What follows belongs to an exercise in optimizing a design on an open flow for small area; a production flow would make more cautious choices.
Function was checked by simulation only, so behaviour that the tests miss may differ from the original.
Power figures rest on the tool's default switching activity, not on a simulated workload.

==> flow/config.mk <==
export PLATFORM = sky130hd
export DESIGN_NAME = piano
export DESIGN_NICKNAME = piano
export VERILOG_FILES = /design/flow/design.v
export SDC_FILE = /design/flow/constraint.sdc
export NUM_CORES = 4
export LEC_CHECK = 0
export CAP_MARGIN = 20
export CORE_MARGIN = 2
export CORE_UTILIZATION = 40
export SLEW_MARGIN = 20
export SYNTH_MEMORY_MAX_BITS = 65536
==> flow/constraint.sdc <==
create_clock -name core_clock -period 10.0 [get_ports {clk}]
set_input_delay 2.0000 -clock core_clock [delete_from_list [all_inputs] [get_ports {clk}]]
set_output_delay 2.0000 -clock core_clock [all_outputs]
set_load 0.01 [all_outputs]
==> flow/design.v <==
module clkdiv (input wire clk,              
               input wire rst,              
               input wire [31:0] divx,
               output reg clk_out,          
               output wire rise);           
    reg [31:0] cnt;
    wire wrap = (cnt >= (divx >> 1));
    assign rise = wrap & ~clk_out;
    always @(posedge clk or posedge rst) begin
        if (rst) begin
            cnt     <= 32'd0;
            clk_out <= 1'b0;
        end
        else if (wrap) begin
            cnt     <= 32'd0;
            clk_out <= ~clk_out;
        end
        else begin
            cnt <= cnt + 1'b1;
        end
    end
endmodule
module div (input wire clk,
            input wire rst,
            input wire [31:0] m,
            input wire [31:0] n,
            output reg [31:0] ans);
    reg [31:0] last_m;
    reg [31:0] last_n;
    reg [31:0] m_cache;
    reg [31:0] n_cache;
    reg [31:0] ans_cache;
    always @(posedge clk or posedge rst) begin
        if (rst) begin
            last_m    <= 0;
            last_n    <= 0;
            m_cache   <= 0;
            n_cache   <= 0;
            ans_cache <= 0;
            ans       <= 0;
        end
        else if (m_cache != 0) begin
            if (m_cache > n_cache) begin
                m_cache   <= m_cache - n_cache;
                ans_cache <= ans_cache + 1;
            end
            else begin
                m_cache <= 0;
                ans     <= ans_cache;
            end
        end
        else if (m != last_m || n != last_n) begin
            ans_cache <= 0;
            m_cache   <= m;
            n_cache   <= n;
            last_m    <= m;
            last_n    <= n;
        end
    end
endmodule
module dac #(parameter CLK_FREQ = 120_000_000,
             parameter AM_WIDTH = 8,
             parameter PWM_FREQ = 500_000)
            (input wire clk,                    
             input wire rst,                    
             input wire [AM_WIDTH-1:0] am,      
             output reg pwm);                   
    localparam ARR = CLK_FREQ / PWM_FREQ - 1;
    reg [31:0] cnt;
    reg [31:0] ccr;
    always @(posedge clk or posedge rst) begin
        if (rst) begin
            cnt <= 1'b0;
            ccr <= 1'b0;
        end
        else begin
            if (cnt >= ARR) begin
                cnt <= 1'b0;
                ccr <= (am * ARR) >> AM_WIDTH;
            end
            else
                cnt <= cnt + 1'b1;
        end
    end
    always @(posedge clk or posedge rst) begin
        if (rst)
            pwm <= 1'b0;
        else
            pwm <= cnt > ccr;
    end
endmodule
module dds #(parameter PLAYER_NUM = 3,
             parameter THETA_WIDTH = 8,
             parameter AM_WIDTH = 8)
            (input wire [THETA_WIDTH*PLAYER_NUM-1:0] theta,
             output wire [AM_WIDTH*PLAYER_NUM-1:0] am);
    reg [AM_WIDTH-1:0] wave_rom [0:(1<<THETA_WIDTH)-1];
    initial $readmemh("dds.mem", wave_rom);
    genvar i;
    generate
    for (i=0; i<PLAYER_NUM; i=i+1)
        assign am[AM_WIDTH*i+:AM_WIDTH] = wave_rom[theta[THETA_WIDTH*i+:THETA_WIDTH]];
    endgenerate
endmodule
module noteid2freq(input wire clk,
                   input wire rst,
                   input wire [7:0] noteid,
                   output reg [15:0] freq);
    localparam C0X1024    = 8372;
    localparam RATIOX1024 = 1085;
    reg [7:0] last_noteid;
    reg [7:0] noteid_cache;
    reg [31:0] freq_cache;
    reg [15:0] i;
    always @(posedge clk or posedge rst) begin
        if (rst) begin
            freq         <= 1'b0;
            last_noteid  <= 1'b0;
            noteid_cache <= 1'b0;
            freq_cache   <= 1'b0;
            i            <= 1'b0;
        end
        else begin
            if (i == 1'b0) begin
                if (noteid != last_noteid) begin
                    if (noteid == 0)
                        freq <= 1'b0;
                    else begin
                        noteid_cache <= noteid;
                        freq_cache   <= C0X1024;
                        i            <= 1'b1;
                    end
                    last_noteid <= noteid;
                end
            end
            else begin
                if (i <= noteid_cache) begin
                    freq_cache <= (freq_cache * RATIOX1024) >> 10;
                    i          <= i + 1'b1;
                end
                else begin
                    freq <= freq_cache >> 10;
                    i    <= 1'b0;
                end
            end
        end
    end
endmodule
module note #(parameter CLK_FREQ = 120_000_000,
              parameter THETA_WIDTH = 8,
              parameter AM_WIDTH = 8)
             (input wire clk,
              input wire rst,
              input wire [7:0] noteid,
              input wire signed [AM_WIDTH-1:0] dds_am,
              output reg [THETA_WIDTH-1:0] theta,
              output reg signed [AM_WIDTH-1:0] am);
    wire [15:0] freq;
    wire [31:0] div_n = (noteid == 0 || freq == 0) ? (CLK_FREQ + 1) : (freq << THETA_WIDTH);
    wire [31:0] clk_theta_divx;
    wire clk_theta_level;
    wire theta_en;
    reg [7:0] last_noteid;
    noteid2freq noteid2freq_u (clk, rst, noteid, freq);
    div div_u (clk, rst, CLK_FREQ, div_n, clk_theta_divx);
    clkdiv clkdiv_u (clk, rst, clk_theta_divx, clk_theta_level, theta_en);
    always @(posedge clk or posedge rst) begin
        if (rst)
            theta <= 1'b0;
        else if (theta_en) begin
            if (theta == (1<<AM_WIDTH)-1)
                theta <= 1'b0;
            else
                theta <= theta + 1'b1;
        end
    end
    always @(posedge clk or posedge rst) begin
        if (rst) begin
            am          <= 1'b0;
            last_noteid <= 1'b0;
        end
        else if (theta_en) begin
            if (noteid != last_noteid)
                last_noteid <= noteid;
            else if (noteid != 0 && freq != 0 && clk_theta_divx != 0)
                am <= dds_am;
            else
                am <= 1'b0;
        end
    end
endmodule
module player #(parameter CLK_FREQ = 120_000_000,
                parameter PLAYER_NUM = 3,
                parameter PWM_FREQ = 500_000,
                parameter THETA_WIDTH = 8,
                parameter AM_WIDTH = 8)
               (input wire clk,                    
                input wire rst,                    
                input wire clk_msg,                
                input wire [7:0] msg,              
                output wire wave);                 
    integer i;
    wire [THETA_WIDTH*PLAYER_NUM-1:0] dds_theta;
    wire [AM_WIDTH*PLAYER_NUM-1:0] dds_am;
    wire signed [AM_WIDTH-1:0] ams [PLAYER_NUM-1:0];
    reg signed [31:0] am_sum;
    wire [31:0] am_div;
    wire [7:0] am = am_div[7:0];
    reg clk_msg_last;
    reg [1:0] sta;
    reg [7:0] handle_note;
    reg [PLAYER_NUM-1:0] handle_i;
    reg [7:0] noteids [PLAYER_NUM-1:0];
    dds dds_u (dds_theta, dds_am);
    genvar g;
    generate
    for(g=0; g<PLAYER_NUM; g=g+1) begin : voice
        note #(.CLK_FREQ(CLK_FREQ)) note_u (clk, rst, noteids[g], dds_am[AM_WIDTH*g+:AM_WIDTH], dds_theta[THETA_WIDTH*g+:THETA_WIDTH], ams[g]);
    end
    endgenerate
    div div_u (clk, rst, am_sum, PLAYER_NUM, am_div);
    dac #(.CLK_FREQ(CLK_FREQ), .PWM_FREQ(PWM_FREQ)) dac_u (clk, rst, am, wave);
    always @(*) begin
        am_sum = ams[0];
        for(i = 1; i<PLAYER_NUM; i = i+1) begin
            am_sum = am_sum + ams[i];
        end
        am_sum = am_sum + (1<<(AM_WIDTH-1)) * PLAYER_NUM;
    end
    always @(posedge clk or posedge rst) begin
        if (rst) begin
            clk_msg_last <= 1'b0;
            sta          <= 2'b00;
            handle_note  <= 1'b0;
            handle_i     <= 1'b0;
            for (i = 0; i<PLAYER_NUM; i = i+1)
                noteids[i] <= 8'b0;
        end
        else begin
            case (sta)
                2'b00: begin
                    if (~clk_msg_last & clk_msg) begin
                        handle_note <= msg[6:0];
                        handle_i    <= 1'b0;
                        if (msg[7:7])
                            sta <= 2'b01;
                        else
                            sta <= 2'b10;
                    end
                    clk_msg_last <= clk_msg;
                end
                2'b01: begin  
                    if (noteids[handle_i] == 8'b0) begin
                        noteids[handle_i] <= handle_note;
                        sta               <= 2'b00;
                    end
                    else if (handle_i == PLAYER_NUM-1)
                        sta <= 2'b00;
                    else
                        handle_i <= handle_i + 1'b1;
                end
                2'b10: begin  
                    if (noteids[handle_i] == handle_note) begin
                        noteids[handle_i] <= 8'b0;
                        sta               <= 2'b00;
                    end
                    else if (handle_i == PLAYER_NUM-1)
                        sta <= 2'b00;
                    else
                        handle_i <= handle_i + 1'b1;
                end
                default: ;
            endcase
        end
    end
endmodule
module keyboard #(parameter CLK_FREQ = 120_000_000,
                  parameter MIN_SHIFT = 3,
                  parameter MAX_SHIFT = 6,
                  parameter SCAN_FREQ = 100)
                 (input wire clk,                    
                  input wire rst,                    
                  input wire [12:0] key,             
                  input wire [1:0] pitch,            
                  output reg clk_msg,                
                  output reg [7:0] msg);             
    wire clk_scan_level, scan_en;
    wire clk_scan_13x_level, scan13_en;
    reg [1:0] sta;
    reg [7:0] scan_i;
    reg [12:0] key_last_sta;
    reg [4:0] shift;
    reg [1:0] pitch_last_sta;
    clkdiv clkdiv_u1 (clk, rst, CLK_FREQ / SCAN_FREQ, clk_scan_level, scan_en);
    clkdiv clkdiv_u2 (clk, rst, CLK_FREQ / (SCAN_FREQ*13), clk_scan_13x_level, scan13_en);
    wire [7:0] msg_num = (shift+1)*12+scan_i;
    wire [7:0] msg_n   = {~key[scan_i], msg_num[6:0]};
    wire [4:0] shift_dn = ((pitch_last_sta[0] & ~pitch[0]) && shift > MIN_SHIFT) ? shift - 1'b1 : shift;
    wire [4:0] shift_n  = ((pitch_last_sta[1] & ~pitch[1]) && shift_dn < MAX_SHIFT) ? shift_dn + 1'b1 : shift_dn;
    always @(posedge clk or posedge rst) begin
        if (rst) begin
            clk_msg      <= 1'b0;
            msg          <= 1'b0;
            sta          <= 0;
            scan_i       <= 1'b0;
            key_last_sta <= 13'b1_111_111_111_111;
        end
        else if (scan13_en) begin
            case (sta)
                2'b00: begin
                    if (key_last_sta[scan_i] != key[scan_i]) begin
                        msg                  <= msg_n;
                        key_last_sta[scan_i] <= key[scan_i];
                        sta                  <= 2'b01;
                    end
                    if (scan_i == 12)
                        scan_i <= 1'b0;
                    else
                        scan_i <= scan_i + 1'b1;
                end
                2'b01: begin
                    clk_msg <= 1'b1;
                    sta     <= 2'b10;
                end
                2'b10: begin
                    clk_msg <= 1'b0;
                    sta     <= 2'b00;
                end
                default: ;
            endcase
        end
    end
    always @(posedge clk or posedge rst) begin
        if (rst) begin
            shift          <= 5'd4;
            pitch_last_sta <= 2'b11;
        end
        else if (scan_en) begin
            shift          <= shift_n;
            pitch_last_sta <= pitch;
        end
    end
endmodule
module autoplay #(parameter CLK_FREQ = 120_000_000,
                  parameter TICK_FREQ = 1000,
                  parameter MUSIC_LEN = 1394,
                  parameter MS_PER_BEATX64 = 9)
                 (input wire clk,
                  input wire rst,
                  input wire en,
                  output reg clk_msg,
                  output reg [7:0] msg);
    wire clk_tick_level, tick_rise;
    wire play_en = en & tick_rise;
    reg [15:0] music [0:MUSIC_LEN-1];
    initial $readmemh("music.mem", music);
    reg [1:0] sta;
    reg [15:0] ms;
    reg [15:0] i;
    clkdiv clkdiv_u (clk, rst, CLK_FREQ / TICK_FREQ, clk_tick_level, tick_rise);
    wire [15:0] entry  = music[i];
    wire [15:0] ms_inc = ms + 1'b1;
    always @(posedge clk or posedge rst) begin
        if (rst) begin
            clk_msg <= 1'b0;
            msg     <= 1'b0;
            sta     <= 2'b00;
            ms      <= 1'b0;
            i       <= 1'b0;
        end
        else if (play_en) begin
            ms <= ms_inc;
            case (sta)
                2'b00: begin
                    if (ms_inc > entry[15:8] * MS_PER_BEATX64) begin
                        msg <= entry[7:0];
                        i   <= (i == MUSIC_LEN-1) ? 1'b0 : i + 1'b1;
                        ms  <= 1'b0;
                        sta <= 2'b01;
                    end
                end
                2'b01: begin
                    clk_msg <= 1'b1;
                    sta     <= 2'b11;
                end
                2'b11: begin
                    clk_msg <= 1'b0;
                    sta     <= 2'b00;
                end
                default: ;
            endcase
        end
    end
endmodule
module segment (input wire [7:0] noteid,
                output wire [8:0] seg1,
                output wire [8:0] seg2);
    function [8:0] mask;
        input [31:0] d;
        begin
            case (d)
                0: mask = 9'h3f;
                1: mask = 9'h06;
                2: mask = 9'h5b;
                3: mask = 9'h4f;
                4: mask = 9'h66;
                5: mask = 9'h6d;
                6: mask = 9'h7d;
                7: mask = 9'h07;
                8: mask = 9'h7f;
                9: mask = 9'h6f;
                default: mask = 9'h00;
            endcase
        end
    endfunction
    assign seg1 = (noteid == 0) ? 9'b0 : mask((noteid*103)>>10);  
    assign seg2 = (noteid == 0) ? 9'b0 : mask(noteid%10);         
endmodule
module piano #(parameter CLK_FREQ  = 120_000_000,
               parameter SCAN_FREQ = 10_000,
               parameter TICK_FREQ = 6_000_000)
              (input wire clk,                       
               input wire rst_n,                     
               input wire [12:0] key,                
               input wire [1:0] pitch,               
               input wire switch_sel,                    
               input wire autoplay_n,                
               output wire buzzer,                   
               output wire speaker,                  
               output wire [8:0] seg1,               
               output wire [8:0] seg2);              
    wire rst = ~rst_n;
    wire wave;
    assign buzzer  = ~switch_sel ? wave : 1'b0;
    assign speaker = switch_sel ? wave : 1'b0;
    reg mode;
    wire clk_msg1;
    wire [7:0] msg1;
    keyboard #(.CLK_FREQ(CLK_FREQ), .SCAN_FREQ(SCAN_FREQ)) keyboard_u (clk, rst, key, pitch, clk_msg1, msg1);
    wire clk_msg2;
    wire [7:0] msg2;
    autoplay #(.CLK_FREQ(CLK_FREQ), .TICK_FREQ(TICK_FREQ)) autoplay_u (clk, rst, mode, clk_msg2, msg2);
    wire clk_msg   = mode ? clk_msg2 : clk_msg1;
    wire [7:0] msg = mode ? msg2 : msg1;
    player #(.CLK_FREQ(CLK_FREQ)) player_u (clk, rst, clk_msg, msg, wave);
    always @(posedge clk or posedge rst) begin
        if (rst)
            mode <= 1'b0;
        else if (~autoplay_n)
            mode <= 1'b1;
    end
    reg [7:0] noteid;
    reg clk_msg_q;
    segment segment_u (noteid, seg1, seg2);
    always @(posedge clk or posedge rst) begin
        if (rst) begin
            noteid    <= 1'b0;
            clk_msg_q <= 1'b0;
        end
        else begin
            clk_msg_q <= clk_msg;
            if (clk_msg & ~clk_msg_q & msg[7])
                noteid <= msg[6:0];
        end
    end
endmodule
==> flow/dds.mem <==
00
0E
1C
28
34
3F
48
4F
55
59
5C
5E
60
60
61
61
61
62
63
64
65
66
67
69
6A
6B
6C
6D
6E
6F
70
72
73
74
76
77
79
7B
7C
7D
7E
7F
7F
7F
7E
7D
7C
7B
79
78
77
75
74
73
73
72
72
71
71
70
70
6F
6E
6D
6C
6B
6A
69
68
66
65
64
62
60
5F
5C
5A
58
55
52
4F
4C
49
46
43
40
3D
3B
39
37
35
34
33
32
31
31
30
30
2F
2F
2F
2E
2D
2C
2B
2A
28
26
23
21
1E
1A
17
13
10
0C
09
05
03
00
FE
FD
FC
FC
FC
FD
FE
FF
00
01
02
03
04
04
04
03
02
00
FD
FB
F7
F4
F0
ED
E9
E6
E2
DF
DD
DA
D8
D6
D5
D4
D3
D2
D1
D1
D1
D0
D0
CF
CF
CE
CD
CC
CB
C9
C7
C5
C3
C0
BD
BA
B7
B4
B1
AE
AB
A8
A6
A4
A1
A0
9E
9C
9B
9A
98
97
96
95
94
93
92
91
90
90
8F
8F
8E
8E
8D
8D
8C
8B
89
88
87
85
84
83
82
81
81
81
82
83
84
85
87
89
8A
8C
8D
8E
90
91
92
93
94
95
96
97
99
9A
9B
9C
9D
9E
9F
9F
9F
A0
A0
A2
A4
A7
AB
B1
B8
C1
CC
D8
E4
F2
==> flow/music.mem <==
00BC
00C1
3A41
003C
06C5
3F45
41BC
00C1
3F41
003C
01C5
3F45
41BC
00C1
3F41
003C
01C5
3F45
01B9
00BC
00C1
7341
003C
0039
0DC1
1D41
03C3
1D43
03C5
1D45
03C1
1D41
03C8
5648
0AC5
1D45
03C3
3F43
01C8
3F48
01C3
3F43
01C1
2041
00BE
203E
00C5
5F45
01C1
2041
00C0
7F40
01C0
3F40
01BE
3F3E
01C0
3F40
01C1
1D41
03C3
1D43
03BC
3A3C
06C1
3A41
06C3
1D43
03C5
1D45
03C6
3A46
06C6
1D46
03C5
1D45
03C3
1D43
03C1
1D41
03C3
7343
0DC1
1D41
03C3
2043
00C5
2045
00C1
2041
00C8
5F48
01C5
2045
00C0
00C3
3F43
0040
01C8
3A48
06C3
3A43
06C1
1D41
03BE
1D3E
03BE
3A3E
06C0
1D40
03C1
1D41
03BC
733C
2DBC
203C
00BE
3F3E
01C0
3F40
01C1
2041
00C3
2043
00BC
3F3C
01C1
3F41
01C3
2043
00C5
2045
00BE
00C1
00C6
3A46
0041
003E
06C6
1D46
03C5
1D45
03C3
1D43
03C1
1D41
03C1
FA41
46C5
1D45
03C6
2046
00C5
00C8
3F48
0045
01C3
00C8
3F48
0043
01C1
00C8
3F48
0041
01C0
00C8
3F48
0040
01C8
2048
00CA
204A
00C8
2048
00C6
2046
00C1
00C5
3A45
0041
06C0
00C5
3A45
0040
06BE
00C5
3A45
003E
06BC
00C5
3A45
003C
06C5
1D45
03C6
2046
00C5
2045
00C3
2043
00C1
3F41
01C1
3F41
01C1
2041
00C0
2040
00BE
3F3E
01C0
3A40
06C0
1D40
03C1
1D41
03C3
3A43
06C3
1D43
03C5
1D45
03C3
1D43
03C5
1D45
03C0
00C3
7343
0040
0DC1
00C5
1D45
0041
03C3
00C6
1D46
0043
03C5
00C8
3A48
0045
06C3
00C8
3A48
0043
06C1
00C8
3A48
0041
06C0
00C8
3A48
0040
06C8
1D48
03CA
1D4A
03C8
1D48
03C6
1D46
03C1
00C5
3A45
0041
06C0
00C5
3A45
0040
06BE
00C5
3A45
003E
06BC
00C5
1D45
003C
03C6
1D46
03C5
1D45
03C3
1D43
03C1
1D41
03C0
1D40
03BE
3A3E
06BE
1D3E
03C0
1D40
03C1
1D41
03C3
1D43
03BC
3A3C
06C1
3A41
06C3
1D43
03C5
1D45
03C3
5643
0AC3
1D43
03C3
1D43
03C1
1D41
03C1
FF41
8DCD
204D
00CF
204F
00D1
2051
00CD
204D
00D4
5F54
01D1
2051
00CF
3F4F
01D4
3A54
06CF
3A4F
06CD
074D
01CF
084F
00CD
104D
00CA
204A
00D1
5F51
01CD
204D
00C8
00CC
7F4C
0048
01CD
204D
00CC
204C
00CA
3F4A
01CC
3F4C
01CD
1D4D
03CF
1D4F
03C8
3A48
06CD
3A4D
06CF
1D4F
03D1
1D51
03D2
3A52
06D2
1D52
03D1
1D51
03CF
1D4F
03CD
1D4D
03CC
00CF
734F
004C
0DCD
204D
00CF
204F
00D1
2051
00CD
204D
00D4
5F54
01D1
1D51
03CF
3A4F
06D4
3A54
06CF
3A4F
06CD
074D
01CF
084F
00CD
0E4D
02CA
1D4A
03CA
3A4A
06CC
1D4C
03CD
1D4D
03C8
7348
0DC8
3F48
01C6
00CA
3F4A
0046
01CC
3F4C
01CD
204D
00CF
204F
00C8
3F48
01CD
3F4D
01CF
204F
00D1
2051
08D2
39D2
0752
1952
00D1
2051
00CF
204F
00CD
204D
00CD
FF4D
8DC5
2045
00C6
2046
00C8
2048
20C8
2048
20C8
3A48
06C8
2048
20C8
1048
10CA
104A
10C8
2048
00C6
2046
00C5
2045
20C5
2045
20C5
3A45
06C5
2045
20C5
1045
10C6
1046
10C5
2045
00C3
2043
00C1
2041
20C1
2041
20C1
2041
00C0
2040
00BE
3A3E
06C0
2040
20C0
2040
00C1
2041
00C3
2043
20C3
2043
00C5
2045
00C3
2043
00C5
2045
00C3
3A43
46C5
2045
00C6
2046
00C8
2048
20C8
2048
20C8
2048
20C8
2048
20C8
1048
10CA
104A
10C8
20C6
1D46
0348
00C5
2045
20C5
2045
20C5
3A45
06C5
1045
10C6
1046
10C5
1045
10C3
1043
10C1
1041
10C0
1040
50BE
1D3E
03C0
1D40
03C1
1D41
03C3
1D43
03BC
3A3C
06C1
3A41
06C3
1D43
03C5
1D45
03C3
7343
0DC3
1D43
03C1
1D41
03C1
FF41
CDC1
2041
00C3
2043
00C5
2045
00C8
2048
00CD
1D4D
03CF
1D4F
03D1
2051
00CD
204D
00D4
5F54
01D1
2051
00CF
3F4F
01D4
3A54
06CF
3A4F
06C5
00CD
1D4D
0045
03CA
1D4A
03D1
5651
0ACD
1D4D
03CC
734C
0DCC
3F4C
01CA
3F4A
01CC
3F4C
01CD
204D
00CF
204F
00C8
3F48
01CD
3F4D
01CF
204F
00D1
2051
00CA
02CD
02D2
3C4A
01D2
014D
0252
1D52
00D1
2051
00CF
204F
00CD
204D
00C8
00CC
00CF
7F4F
004C
0048
01CD
204D
00CF
204F
00D1
2051
00CD
204D
00D4
5F54
01D1
2051
00CF
3F4F
01D4
3F54
01CF
3F4F
01CD
074D
01CF
084F
00CD
104D
00CA
204A
00CA
3F4A
01CC
204C
00CD
204D
00C8
7F48
21C8
2048
00CA
3F4A
01CC
3F4C
01CD
1D4D
03CF
1D4F
03C8
3A48
06CD
3A4D
06CF
1D4F
03D1
1D51
03CA
02CD
02D2
364A
024D
0252
03D2
1D52
03D1
1D51
03CF
1D4F
03CD
1D4D
03CD
FA4D
46D1
2051
00D2
2052
00D1
00D4
3F54
0051
01CF
00D4
3F54
004F
01CD
00D4
3A54
004D
06CC
00D4
3A54
004C
06CC
00D4
1D54
004C
03CD
00D6
1D56
004D
03CC
00D4
1D54
004C
03CA
00D2
1D52
004A
03CD
00D1
3A51
004D
06CC
00D1
3A51
004C
06CA
00D1
3A51
004A
06C8
00CC
00D1
3A51
004C
0048
06C8
00CC
00D1
2051
004C
0048
00CA
00D2
2052
004A
00C8
00D1
2051
0048
00C6
00CF
204F
0046
00CD
3F4D
01CD
3A4D
06CD
1D4D
03CC
1D4C
03CA
3A4A
06CC
3A4C
06CC
1D4C
03CD
1D4D
07CF
3A4F
03CF
1D4F
03D1
1D51
03CF
1D4F
03D1
1D51
03C8
00CC
00CF
734F
004C
0048
0DD1
1D51
03D2
1D52
03D1
00D4
3F54
0051
01CF
00D4
3F54
004F
01CD
00D4
3F54
004D
01CC
00D4
3F54
004C
01D4
2054
00D6
1D56
03D4
1D54
03D2
1D52
03CD
00D1
3A51
004D
06CC
00D1
3A51
004C
06CA
00D1
3A51
004A
06D1
1D51
03D2
1D52
03D1
1D51
03CF
1D4F
03CD
1D4D
03CC
1D4C
03CA
3F4A
01CA
204A
00CC
204C
00CD
204D
00CF
204F
00C8
3F48
01CD
3F4D
01CF
1D4F
03D1
1D51
03CA
02CD
02D2
534A
024D
0252
06D1
1D51
03CF
1D4F
03CD
1D4D
03C5
02C8
02CD
B045
0248
024D
09C1
2041
00C3
2043
00C5
2045
00C8
2048
00CD
204D
00CF
204F
00D1
5F51
01D4
2054
00D9
2059
00DB
205B
00E0
7360
0DC1
2041
00C3
2043
00C5
2045
00C1
2041
00C8
5F48
01C5
1D45
03C3
3A43
06C8
3A48
06C3
3A43
0AC1
1CBE
0141
1C3E
03C5
5645
0AC1
1D41
03BC
00C0
7340
003C
0DC1
1D41
03C0
1D40
03BE
3F3E
01C0
3F40
01C1
1D41
03C3
1D43
03BC
3A3C
06C1
3A41
06C3
1D43
03C5
1D45
07C6
3A46
02C6
1D46
03C5
1D45
03C3
1D43
03C1
1D41
03BC
02C0
02C3
703C
0240
0243
09C1
1D41
03C3
2043
00C5
2045
00C1
2041
00C8
5F48
01C5
1D45
03C3
3F43
01C8
3F48
01C3
3F43
01C1
2041
00BE
203E
00BE
3F3E
01C0
2040
00C1
2041
00BC
7F3C
01BC
3F3C
01BA
00BE
3F3E
003A
01C0
3F40
01C1
2041
00C3
2043
00BC
3F3C
01C1
3F41
21C0
1D40
03BA
00BE
3F3E
003A
01C0
3F40
01C1
2041
00C3
2043
00BC
7F3C
01C1
2041
00C0
2040
00BA
00BE
3F3E
003A
01C0
3F40
01C1
1D41
03C3
1D43
03BC
3A3C
06C1
3A41
06C3
1D43
03C5
1D45
03BE
02C1
02C6
353E
0241
0246
02C6
1D46
03C5
1D45
03C3
1D43
03C1
1D41
03C1
B341
0DC1
1D41
03C3
1D43
03C5
1D45
03C8
1D48
03CD
1D4D
03CF
1D4F
03CF
02D1
02D4
6F4F
0251
0254
49C1
2041
00C3
2043
00C5
2045
00C8
2048
00CD
00D1
2051
004D
00CF
00D2
2052
004F
00D1
00D4
3F54
0051
01CF
00D4
3F54
004F
01CD
00D4
3F54
004D
01CC
00CF
00D4
3F54
004F
004C
01CC
00D4
2054
004C
00CD
00D6
2056
004D
00D4
2054
00D2
2052
00CD
00D1
3F51
004D
01CC
00D1
3F51
004C
01CA
00D1
3F51
004A
01C8
00D1
3F51
0048
01C8
00D1
2051
0048
00CA
00D2
2052
004A
00C8
00D1
2051
0048
00C6
00CF
204F
0046
00CA
00CD
3F4D
004A
01CA
00CD
3F4D
004A
01CA
00CD
204D
004A
00C8
00CC
204C
0048
00C6
00CA
3F4A
0046
01C8
00CC
3F4C
0048
01C8
00CC
204C
0048
00CA
00CD
204D
004A
00C6
00CA
00CF
3A4F
004A
0046
06CF
1D4F
03D1
1D51
03CF
1D4F
03D1
1D51
03C8
00CC
00CF
734F
004C
0048
0DCD
00D1
2051
004D
00CF
00D2
2052
004F
00D1
00D4
3F54
0051
01CF
00D4
3A54
004F
06CD
00D4
3A54
004D
06CC
00CF
00D4
3A54
004F
004C
06CC
00CF
00D4
1D54
004F
004C
03CD
00D6
1D56
004D
03CC
00D4
1D54
004C
03CA
00D2
1D52
004A
03CD
00D1
3A51
004D
06CC
00D1
3A51
004C
06D1
3A51
06C8
00D1
2051
0048
00CA
00D2
2052
004A
00C8
00D1
2051
0048
00C6
00CF
204F
0046
00C5
00CD
204D
0045
00C3
00CC
204C
0043
00C1
00CA
3F4A
0041
01CA
204A
00CC
204C
00CD
1D4D
03CF
1D4F
03C8
3A48
06CD
3A4D
06CF
1D4F
03D1
1D51
03C6
03CA
02CF
6E46
034A
024F
08C6
03CF
1A46
034F
00CD
1D4D
03C5
03C8
02CD
AE45
0348
024D
08C1
1D41
03C3
2043
00C5
2045
00C8
2048
00CD
204D
00CF
204F
C0C1
1D41
03C3
2043
00C5
2045
00C8
2048
00CD
204D
00D4
2054
00CF
03D1
02D4
02D9
AC4F
0351
0254
0259
==> flow/run.sh <==
#!/bin/bash
# synth_recipe.tcl (not shown) runs the flow's synth.tcl, then flattens the netlist and writes it again
# the make line also repeats each setting of config.mk as NAME=value (left out here)
make -C /OpenROAD-flow-scripts/flow DESIGN_CONFIG=/design/flow/config.mk WORK_HOME=/design/flow/orfs CLKGATE_MAP_FILE= SYNTH_SCRIPT=/design/flow/synth_recipe.tcl finish
==> summary.txt <==
cell families (layout without fill, tap and decap cells):
kind of cell | after synthesis | count (layout) | synth area share
mux | 191 | 191 | 0.0288
compound gates | 2824 | 2824 | 0.211
other cells | 1 | 131 | 0.0000439
flops | 1028 | 1028 | 0.301
buf+inv | 1208 | 1133 | 0.0537
simple gates | 3207 | 3207 | 0.173
fa+ha+maj | 1074 | 1074 | 0.181
xor+xnor | 499 | 499 | 0.0516
power by group through the flow:
stage	sequential, mW	combinational [mW]	clock [mW]
floorplan	5.34	10.8	0
global placement	5.75	16.5	0
detailed placement	5.77	16.5	0
CTS	5.71	16.6	4.81
global route	5.82	18.3	4.98
finish	5.71	17.1	4.66
placed cells by master (no fill, tap or decap), types with 246 or more instances in the layout:
cell type	count
buf_4	276
inv_1	565
nor2_1	936
ha_1	804
fa_1	267
nand2_1	1004
a21oi_1	645
dfrtp_1	1000
o21ai_0	858
xnor2_1	279
nand3_1	246
cells in the mapped netlist (all sizes together), types with 25 or more instances:
master	number
fa	267
mux4	31
or2	31
ha	806
xnor2	280
and3	102
nand3	246
a31oi	130
o32ai	26
clkbuf	507
a21oi	649
and2	52
mux2i	31
o22ai	68
nand4	118
dfrtp	1012
nor2	953
nor3	233
nor2b	80
a22o	61
a311oi	53
or3	58
a21o	133
inv	573
nand2b	79
buf	120
o21a	60
xor2	217
o21bai	33
a221oi	55
o311ai	46
a2111oi	29
a211oi	133
a22oi	33
nand2	1011
o31ai	69
nor4	133
o221ai	52
or4	25
o211ai	96
mux2	129
o21ai	879
through the flow:
| stage | power, mW | cells |
|---|---|---|
| after floorplan | 16.1 | 10200 |
| after global placement | 22.2 | 12700 |
| after detailed placement | 22.2 | 12700 |
| after CTS | 27.1 | 12900 |
| after global routing | 29.1 | 12900 |
| final | 27.4 | 12900 |
area by class of cell:
class | count | area share
inverters | 581 | 0.0231
flip-flops and latches | 1028 | 0.273
diodes | 9 | 0.000239
clock buffers | 159 | 0.0353
multi-input cells | 7917 | 0.592
clock inverters | 65 | 0.00953
well taps | 2821 | 0.0374
repair buffers | 328 | 0.0294
state kept, by name, indices dropped and copies added (netlist names), 24 cells and up:
register,flops
player_u.voice.note_u.clkdiv_u.cnt,96
player_u.voice.note_u.div_u.ans,96
player_u.voice.note_u.div_u.ans_cache,96
player_u.voice.note_u.div_u.m_cache,96
player_u.voice.note_u.noteid2freq_u.freq_cache,66
player_u.voice.note_u.noteid2freq_u.i,48
player_u.voice.note_u.div_u.n_cache,39
player_u.voice.note_u.noteid2freq_u.freq,36
autoplay_u.clkdiv_u.cnt,32
keyboard_u.clkdiv_u1.cnt,32
keyboard_u.clkdiv_u2.cnt,32
player_u.dac_u.cnt,32
player_u.div_u.m_cache,32
player_u.div_u.last_m,24
player_u.voice.note_u.am,24
player_u.voice.note_u.theta,24
worst max-delay path: cells and delay by family (launching register included):
family	cells	cell delay, ns
AO/OA/AOI/OAI	14	2.89
XOR/XNOR	2	0.27
multiplexers	1	0.27
adder cells (fa/ha/maj)	4	1.58
flip-flops	1	0.77
buffers and inverters	3	1.18
AND/OR/NAND/NOR	7	1.79
how the worst max path moves through the flow:
| stage | end | slack [ns] | depth (start not counted) |
|---|---|---|---|
| floorplan | autoplay_u.i[13] | 2.62 | 35 |
| global placement | autoplay_u.i[9] | 1.17 | 33 |
| detailed placement | autoplay_u.ms[9] | 1.42 | 30 |
| CTS | seg2[5] | 1.18 | 21 |
| global route | seg2[5] | 0.69 | 21 |
| finish | autoplay_u.i[14] | 1.01 | 31 |
per-layer routing:
metal  part of all wire  wire length, um
met1               0.40           139000
met2               0.43           151000
met3              0.089            30800
met4              0.074            25700
met5            0.00045              156
==> flow_metrics.py <==
metrics = {
    "grt": {
        "grt_pass1_wl_um": 518000,
        "gr-usage-met3": 0.0752,
        "busiest_layer": "met2",
        "grt_max_degree": 142,
        "track_usage": 0.314,
        "use_met2": 0.479,
        "antenna_found_initial": 24,
        "grtUsageMet1": 0.399,
        "overflow": 0,
        "first_global_vias": 78800,
    },
    "timing": {
        "period_needed_ns": 8.99,
        "setup_viol": 0,
        "finalClockSkew_ns": 0.0969,
        "slew_violations": 0,
        "grt_setup_unrepaired": "no",
        "fin_hold_ws_ns": 0.450,
        "worst_pin_slew_ns": 1.28,
        "layout_setup_ws_ns": 1.01,
        "fin_crit_sh": 0.899,
        "hold_viol": 0,
        "fmax_mhz": 111,
        "maxSlewHeadroom": 0.140,
        "final.setup.tns_ns": 0,
    },
    "logic_synthesis": {
        "synth_flop_cell": "dfrtp_1",
        "synth_area_um2": 85500,
        "yosysTopAreaCell": "dfrtp_1",
        "yosys_warnings": 13,
        "syn-instance-count": 10000,
        "synth_edf_count": 0,
        "seq_area_frac_synth": 0.301,
        "ys_top_cells_by_area": "dfrtp_1, ha_1, fa_1, o21ai_0, nand2_1",
        "syn_area_per_cell_um2": 8.52,
        "netlist.area_leader.share": 0.296,
        "async_flop_share": 1.00,
        "ys_ff_latch": 1028,
        "netlist-cell-type-count": 119,
    },
    "hold_path": {
        "hold-path-cell-count": 1,
        "hp-class": "flip-flop to flip-flop",
        "hp-start": "autoplay_u.sta[1]",
        "min_to": "autoplay_u.sta[0]",
    },
    "cells_and_area": {
        "layout-drive-gt1-share": 0.0807,
        "seqCellArea_um2": 25800,
        "nNetsFinal": 11100,
        "design_area_um2": 94300,
        "syn_to_final_growth_pct": 10.3,
        "fillers": 21000,
        "final_util": 0.444,
        "multi_input_area_um2": 55800,
    },
    "clock_tree": {
        "postCtsSetupRepairBufs": 0,
        "numCtsBuffers": 119,
        "clock_sinks": 1028,
        "h-tree-depth": 3,
        "cts_root_buf": "clkbuf_16",
        "hold_buffers": 0,
        "clock_latency_ns": 0.79,
        "cts.path.max_buffers": 3,
        "cts_tree": "done",
        "cts_resized": 0,
        "clk_pin_slew_worst_paths_ns": 0.06,
    },
    "critical_path": {
        "slowest_stage": "dfrtp_2",
        "path_class": "flip-flop to flip-flop",
        "crit_start": "autoplay_u.i[0]",
        "slowest_delay_ns": 0.77,
        "crit_path_start_kind": "flip-flop",
        "regToRegSetupSlack_ns": 1.01,
        "worstPathArrival_ns": 9.61,
        "end_kind": "flip-flop",
        "worst_r2r_endpoint": "autoplay_u.i[14]",
        "path_common_cell": "o21ai_0",
        "crit_required_ns": 10.62,
        "reg2regPathDepth": 31,
        "rr_startpoint": "autoplay_u.i[0]",
        "critical_path.max_fanout": 21,
    },
    "flow_run": {
        "cap_violations": 0,
    },
    "place": {
        "dp_worst_setup_slack_ns": 1.42,
        "placed_area_um2": 90000,
        "dpl.hpwl_um": 247000,
        "gp_congestion": 1.09,
        "port_buffers": 34,
    },
    "die": {
        "start_util": 0.403,
        "core_um2": 212000,
        "chipWidth_um": 466,
        "ios": 39,
        "dieHeight_um": 466,
        "die-area_um2": 217000,
        "rows": 169,
    },
    "power_and_ir_drop": {
        "cellInternalPower_mw": 13.8,
        "p_sw_mw": 13.7,
        "swShare": 0.499,
        "p_per_area_nw_per_um2": 291,
        "combPwrFrac": 0.622,
        "power_leakage_nw": 42.6,
        "clockPowerShare": 0.170,
        "vdd_ir_drop_max_uv": 643,
        "seqPwrFrac": 0.208,
    },
    "drt": {
        "wirelength_um": 347000,
        "drtIter0Drc": 9027,
        "wl_per_cell_um": 26.8,
        "viasPerCell": 6.19,
        "vias": 80000,
        "postRouteAntennaNets": 0,
        "first_pass_iters": 7,
        "drc": 0,
    },
    "outcome": {
        "status": "finished clean",
    },
}

[separate check: timing with driven ports]
How much do the figures lean on ideal ports? The routed layout below was timed once more, with nothing changed but the port constraints. Step 1: set_driving_cell puts a clkbuf_16 on clk and a buf_2 on each other input, an assumption about the parent block. Step 2, shift: input delay + t, output delay - t, t = (earliest + latest rising clock arrival at the registers) / 2. This alone moves slack from input paths to output paths. a / b / c = ideal ports / drivers / drivers and shift; a / b = the first two.
t (ns): 0.824
setup WS [ns]: 1.013 / 1.013 / 1.013
hold slack, ns: 0.450 / 0.450 / 0.450
slew at the worst register clock pin (ns): 0.08 / 0.08
worst slew at a driven data input, ns: 0.18
After both steps setup and hold are still met in this run. The setup slack of this run moves by 0.000 ns with the drivers and by 0.000 ns with both steps.
